This design comes from an exercise in tuning for small area, a short achievable clock period and few clock cycles on the open sky130 flow, not from production work. RTL that was checked went through simulation tests only; none was proved equivalent to the original. Power and IR drop assume default switching activity.

## job 3384
// dsa_top
module dsa_top (
    input         clk,
    input         rst,
    input         strobe_i,
    input  [31:0] dev_addr_i,
    input         rw_i,
    input  [3:0]  byte_enable_i,
    input  [31:0] data_i,
    output        data_ready_o,
    output [31:0] data_o
);
Size in the first run: ~5300 cells after synthesis, roughly 510 flip-flops, about 43000 sq um of cells after synthesis.
clock: 12.5 ns
lec_check: 0
cap_margin: 20
core_margin: 2
core_utilization: 65
gpl_timing_driven: 1
place_density: 0.75
setup_slack_margin: 5
slew_margin: 20
run.sh (not shown) runs the stock make flow with config.mk's settings and CLKGATE_MAP_FILE= SYNTH_SCRIPT=/design/flow/synth_recipe.tcl, a recipe that flattens the netlist after the stock synthesis.
### job 3384 -> job 5636
- PLACE_DENSITY removed (was 0.75)
- GPL_TIMING_DRIVEN removed (was 1)
- CORE_UTILIZATION changed from 65 to 40
==> run summary <==
In the flow results for job 5636 and job 3384, the placed instance count is larger on job 5636. Job 5636 gives more final cell count than job 3384 did. Compared job 5636 against job 3384; proportion of layout cells with a drive suffix above 1 within noise. Sort job 5636 and job 3384 by wire length of the first global-routing pass, ascending, and job 3384 comes first. Diff job 3384 -> job 5636 | placed cell area | increase of 1.6%. Post-route minimum period: job 5636 vs job 3384 down 0.049 ns.
Function was not checked in any run of this note: the RTL went through the layout flow alone.

---

dsa_top, a different RTL version from the one above (not shown whole).
Size in the first run: roughly 6,000 cells after synthesis, roughly 540 flip-flops, about 110 I/O pins, ~0.043 mm^2 of cells after synthesis.
clock: 12.5 ns
lec_check: 0
abc_area: 1
cap_margin: 20
core_margin: 2
core_utilization: 40
slew_margin: 20
standard.sh (not shown) runs the stock make flow with config.mk's settings and CLKGATE_MAP_FILE= SYNTH_SCRIPT=/design/flow/synth_recipe.tcl, a recipe that flattens the netlist after the stock synthesis.
==> flow/flow/run.sh <==
#!/bin/bash
# Standard ORFS layout (the standard.sh) with two changes to how the
# layout is optimised; the SDC, clock period and all other settings are the standard flow's:
#  - timing repair aims at a slack margin, so that repair_timing also works
#    on paths that already meet the clock period;
#  - the port buffers that ORFS inserts on every input and output are buf_4
#    cells instead of the default delay buffer.
set -euo pipefail
export SETUP_SLACK_MARGIN=8.85
export BUFFER_PORTS_ARGS="-buffer_cell sky130_fd_sc_hd__buf_4"
bash standard.sh > standard.log 2>&1
The baseline produced a clean layout.
Testbench counts at the start, summed over its fixed seeds: cycles 10,304.
Rerun with:
--- a/flow/flow/run.sh
+++ b/flow/flow/run.sh
@@ -8,3 +8,3 @@
 set -euo pipefail
-export SETUP_SLACK_MARGIN=8.85
+export SETUP_SLACK_MARGIN=8.75
 export BUFFER_PORTS_ARGS="-buffer_cell sky130_fd_sc_hd__buf_4"
- ABC_AREA: 1 -> unset
- CORE_UTILIZATION: 40 -> 55
- PLACE_DENSITY: unset -> 0.65
=> Via count came out lower by a few percent; routed wire length came out lower by a few percent; maximum frequency falls slightly; design area falls slightly; total power fell by about a fifth; setup slack gets worse by 0.028 ns; synthesized cell count came out lower by roughly a tenth; sequential share of layout area goes up by 0.48 points; die area went down by a quarter to a third; hold slack loses 0.019 ns; utilization goes up by 17 points.
Rerun with:
- CORE_UTILIZATION: 55 -> 40
- PLACE_DENSITY: 0.65 -> unset
=> The new run produced a clean layout. Total power is about the same. Area after synthesis is unchanged. Synthesized cell count stays the same. Routed wire length came out higher slightly. Via count falls slightly.
Rerun with:
- ABC_AREA: unset -> 1
Maximum frequency drops by 3.4%.
Via count climbs by 5.0%.
Hold slack stays flat.
Sequential share of layout area climbs by 0.17 points.
Final cell count climbs by 11%.
Register-to-register slack loses 0.13 ns.
Rerun with:
--- a/flow/flow/run.sh
+++ b/flow/flow/run.sh
@@ -8,3 +8,3 @@
 set -euo pipefail
-export SETUP_SLACK_MARGIN=8.75
+export SETUP_SLACK_MARGIN=8.6
 export BUFFER_PORTS_ARGS="-buffer_cell sky130_fd_sc_hd__buf_4"
- ABC_AREA: 1 -> unset
Non-clock buffer count goes up by 24.
Wire length drops by 6.5%.
Clock power came out lower by about 6%.
First-iteration DRC count went up by 8.7%.
Die area decreases by 0.35%.
Global-route usage drops by 2.1 points.
Design area goes down by 1.0%.
Utilization drops by 0.33 points.
Flip-flop and latch count stays the same.
Count of clock-buffer cells in the layout fell by 10.

---

the baseline:
dsa_top, a different RTL version from the one above (not shown whole).
Size in the first run: ~540 flip-flops, about 110 I/O pins.
Design dsa_top, start of the top module:
module dsa_top (
    input         clk,
    input         rst,
    input         strobe_i,
    input  [31:0] dev_addr_i,
    input         rw_i,
    input  [3:0]  byte_enable_i,
    input  [31:0] data_i,
    output        data_ready_o,
    output [31:0] data_o
);
wire [31:0] f_a, f_b, f_c, f_result;
core2float Data_feeder (
    .clk_i(clk),
    .rst_i(rst),
    .strobe_i(strobe_i),
    .dev_addr_i(dev_addr_i),
    .rw_i(rw_i),
    .byte_enable_i(byte_enable_i),
    .data_i(data_i),
    .data_ready_o(data_ready_o),
    .data_o(data_o),
    .float_a_data(f_a),
    .float_b_data(f_b),
    .float_c_data(f_c),
    .float_result(f_result)
);
fp32_fma float (
    .clk(clk),
    .a(f_a),
    .b(f_b),
    .c(f_c),
    .result(f_result)
);
endmodule
export LEC_CHECK = 0
export CAP_MARGIN = 20
export CORE_MARGIN = 2
export CORE_UTILIZATION = 40
export SLEW_MARGIN = 20
create_clock -name core_clock -period 12.5 [get_ports {clk}]
==> flow/flow/run.sh <==
#!/bin/bash
# Standard ORFS layout (the standard.sh) with two changes to how the
# layout is optimised; the SDC, clock period and all other settings are the standard flow's:
#  - timing repair aims at a slack margin, so that repair_timing also works
#    on paths that already meet the clock period;
#  - the port buffers that ORFS inserts on every input and output are buf_4
#    cells instead of the default delay buffer.
set -euo pipefail
export SETUP_SLACK_MARGIN=9.0
export BUFFER_PORTS_ARGS="-buffer_cell sky130_fd_sc_hd__buf_4"
bash standard.sh > standard.log 2>&1
The baseline: all stages complete, timing, DRC and antenna checks passed
Testbench counts of the baseline, summed over its fixed seeds: cycles 10,304.
Changes in the candidate relative to the baseline:
==> flow/flow/run.sh <==
#!/bin/bash
# Standard ORFS layout (the standard.sh), with timing repair aimed at a
# slack margin, so that repair_timing works on paths that already meet the
# clock period. The SDC, clock period and every other setting are the standard flow's.
set -euo pipefail
export SETUP_SLACK_MARGIN=${MARGIN:-8.5}
bash standard.sh > standard.log 2>&1
==> run summary <==
Between the candidate and the baseline, the difference in number of cells in the design after placement is negligible. Global-route wire length before repair in the candidate vs the baseline: down 7.9%. The candidate against the baseline: cell area lower, worst hold margin lower, cell count lower, data required time at the worst endpoint lower. Sequential cell count: the baseline vs the candidate identical. Lower endpoint arrival time on the critical path among the candidate and the baseline: the baseline. Looking at slack of the critical path across both flows, the candidate is the weaker of the two, with the baseline ahead.

---

Another version of the RTL of dsa_top (not shown whole).
For scale: roughly 5,300 cells after synthesis, about 43,000 µm² of cells after synthesis.
Design dsa_top, start of the top module:
module dsa_top (
    input         clk,
    input         rst,
    input         strobe_i,
    input  [31:0] dev_addr_i,
    input         rw_i,
    input  [3:0]  byte_enable_i,
    input  [31:0] data_i,
    output        data_ready_o,
    output [31:0] data_o
);
export LEC_CHECK = 0
export CAP_MARGIN = 20
export CORE_MARGIN = 2
export CORE_UTILIZATION = 40
export SLEW_MARGIN = 20
create_clock -name core_clock -period 12.5 [get_ports {clk}]
run.sh (not shown) runs the stock make flow with config.mk's settings and CLKGATE_MAP_FILE= SYNTH_SCRIPT=/design/flow/synth_recipe.tcl, a recipe that flattens the netlist after the stock synthesis.
Stock flow here: none of the scripts above is used.
The baseline produced a clean layout.
Testbench counts at the start, summed over its fixed seeds: cycles 10,304.
Next try:
==> flow/flow/run.sh (new file) <==
#!/bin/bash
# Standard ORFS layout (the standard.sh), with timing repair aimed at a
# slack margin, so that repair_timing works on paths that already meet the
# clock period. The SDC, clock period and every other setting are the standard flow's.
set -euo pipefail
export SETUP_SLACK_MARGIN=${MARGIN:-8.5}
bash standard.sh > standard.log 2>&1
==> flow/standard.sh (new file) <==
#!/bin/bash
# synth_recipe.tcl (not shown) runs the flow's synth.tcl, then flattens the netlist and writes it again
# the make line also repeats each setting of config.mk as NAME=value (left out here)
make -C /OpenROAD-flow-scripts/flow DESIGN_CONFIG=/design/flow/config.mk WORK_HOME=/design/flow/orfs CLKGATE_MAP_FILE= SYNTH_SCRIPT=/design/flow/synth_recipe.tcl "${@:-finish}"
removed: flow/run.sh
Effect: Power came out higher by a few percent; flip-flop and latch count is unchanged; clock skew hardly moves; synthesized area is unchanged; global-route usage came out higher by 1.8 points.

[what the ideal ports hide]
How much do the figures lean on ideal ports? The routed layouts below were timed once more, with nothing changed but the port constraints. Step 1, drivers: a clkbuf_16 drives clk and a buf_2 each remaining input, both assumed. Step 2 moves the port delays by t, midway between the first and last clock arrival at a register: inputs arrive t later, outputs are due t later. That takes back most of the time a late clock gives input paths. a / b / c = no drivers / after step 1 / after step 2; a / b = the first two.
run | t (ns) | slack for setup (ns) | hold slack, ns | latest minus earliest clock arrival (ns) | worst data-port slew with drivers (ns)
job 3384 | 0.698 | 7.130 / 7.130 / 7.130 | 0.328 / 0.328 / 0.328 | 0.065 / 0.065 | 0.07
job 5636 | 0.706 | 7.179 / 7.179 / 7.179 | 0.326 / 0.326 / 0.326 | 0.018 / 0.018 | 0.20
the first run of note 2 | 0.716 | 8.802 / 8.802 / 8.353 | 0.322 / 0.322 / 0.322 | 0.049 / 0.049 | 0.06
the second run of note 2 | 0.714 | 8.774 / 8.774 / 8.228 | 0.303 / 0.303 / 0.303 | 0.052 / 0.052 | 0.06
the third run of note 2 | 0.745 | 8.807 / 8.762 / 8.157 | 0.326 / 0.326 / 0.326 | 0.063 / 0.064 | 0.05
the fourth run of note 2 | 0.695 | 8.678 / 8.678 / 8.039 | 0.324 / 0.324 / 0.324 | 0.024 / 0.024 | 0.05
the fifth run of note 2 | 0.730 | 8.648 / 8.648 / 8.074 | 0.327 / 0.327 / 0.327 | 0.057 / 0.056 | 0.05
the baseline | 0.740 | 8.838 / 8.795 / 8.360 | 0.326 / 0.326 / 0.326 | 0.047 / 0.047 | 0.05
the candidate | 0.718 | 8.542 / 8.542 / 7.898 | 0.294 / 0.294 / 0.294 | 0.050 / 0.051 | 0.08
the first run of note 4 | 0.724 | 7.495 / 7.495 / 7.137 | 0.303 / 0.303 / 0.303 | 0.043 / 0.043 | 0.06
the second run of note 4 | 0.722 | 8.356 / 8.356 / 7.861 | 0.325 / 0.325 / 0.325 | 0.038 / 0.038 | 0.07
After both steps setup and hold are still met in every run listed. The setup slack of the third run of note 2, which loses most, moves by -0.045 ns with the drivers and by -0.650 ns with both steps.
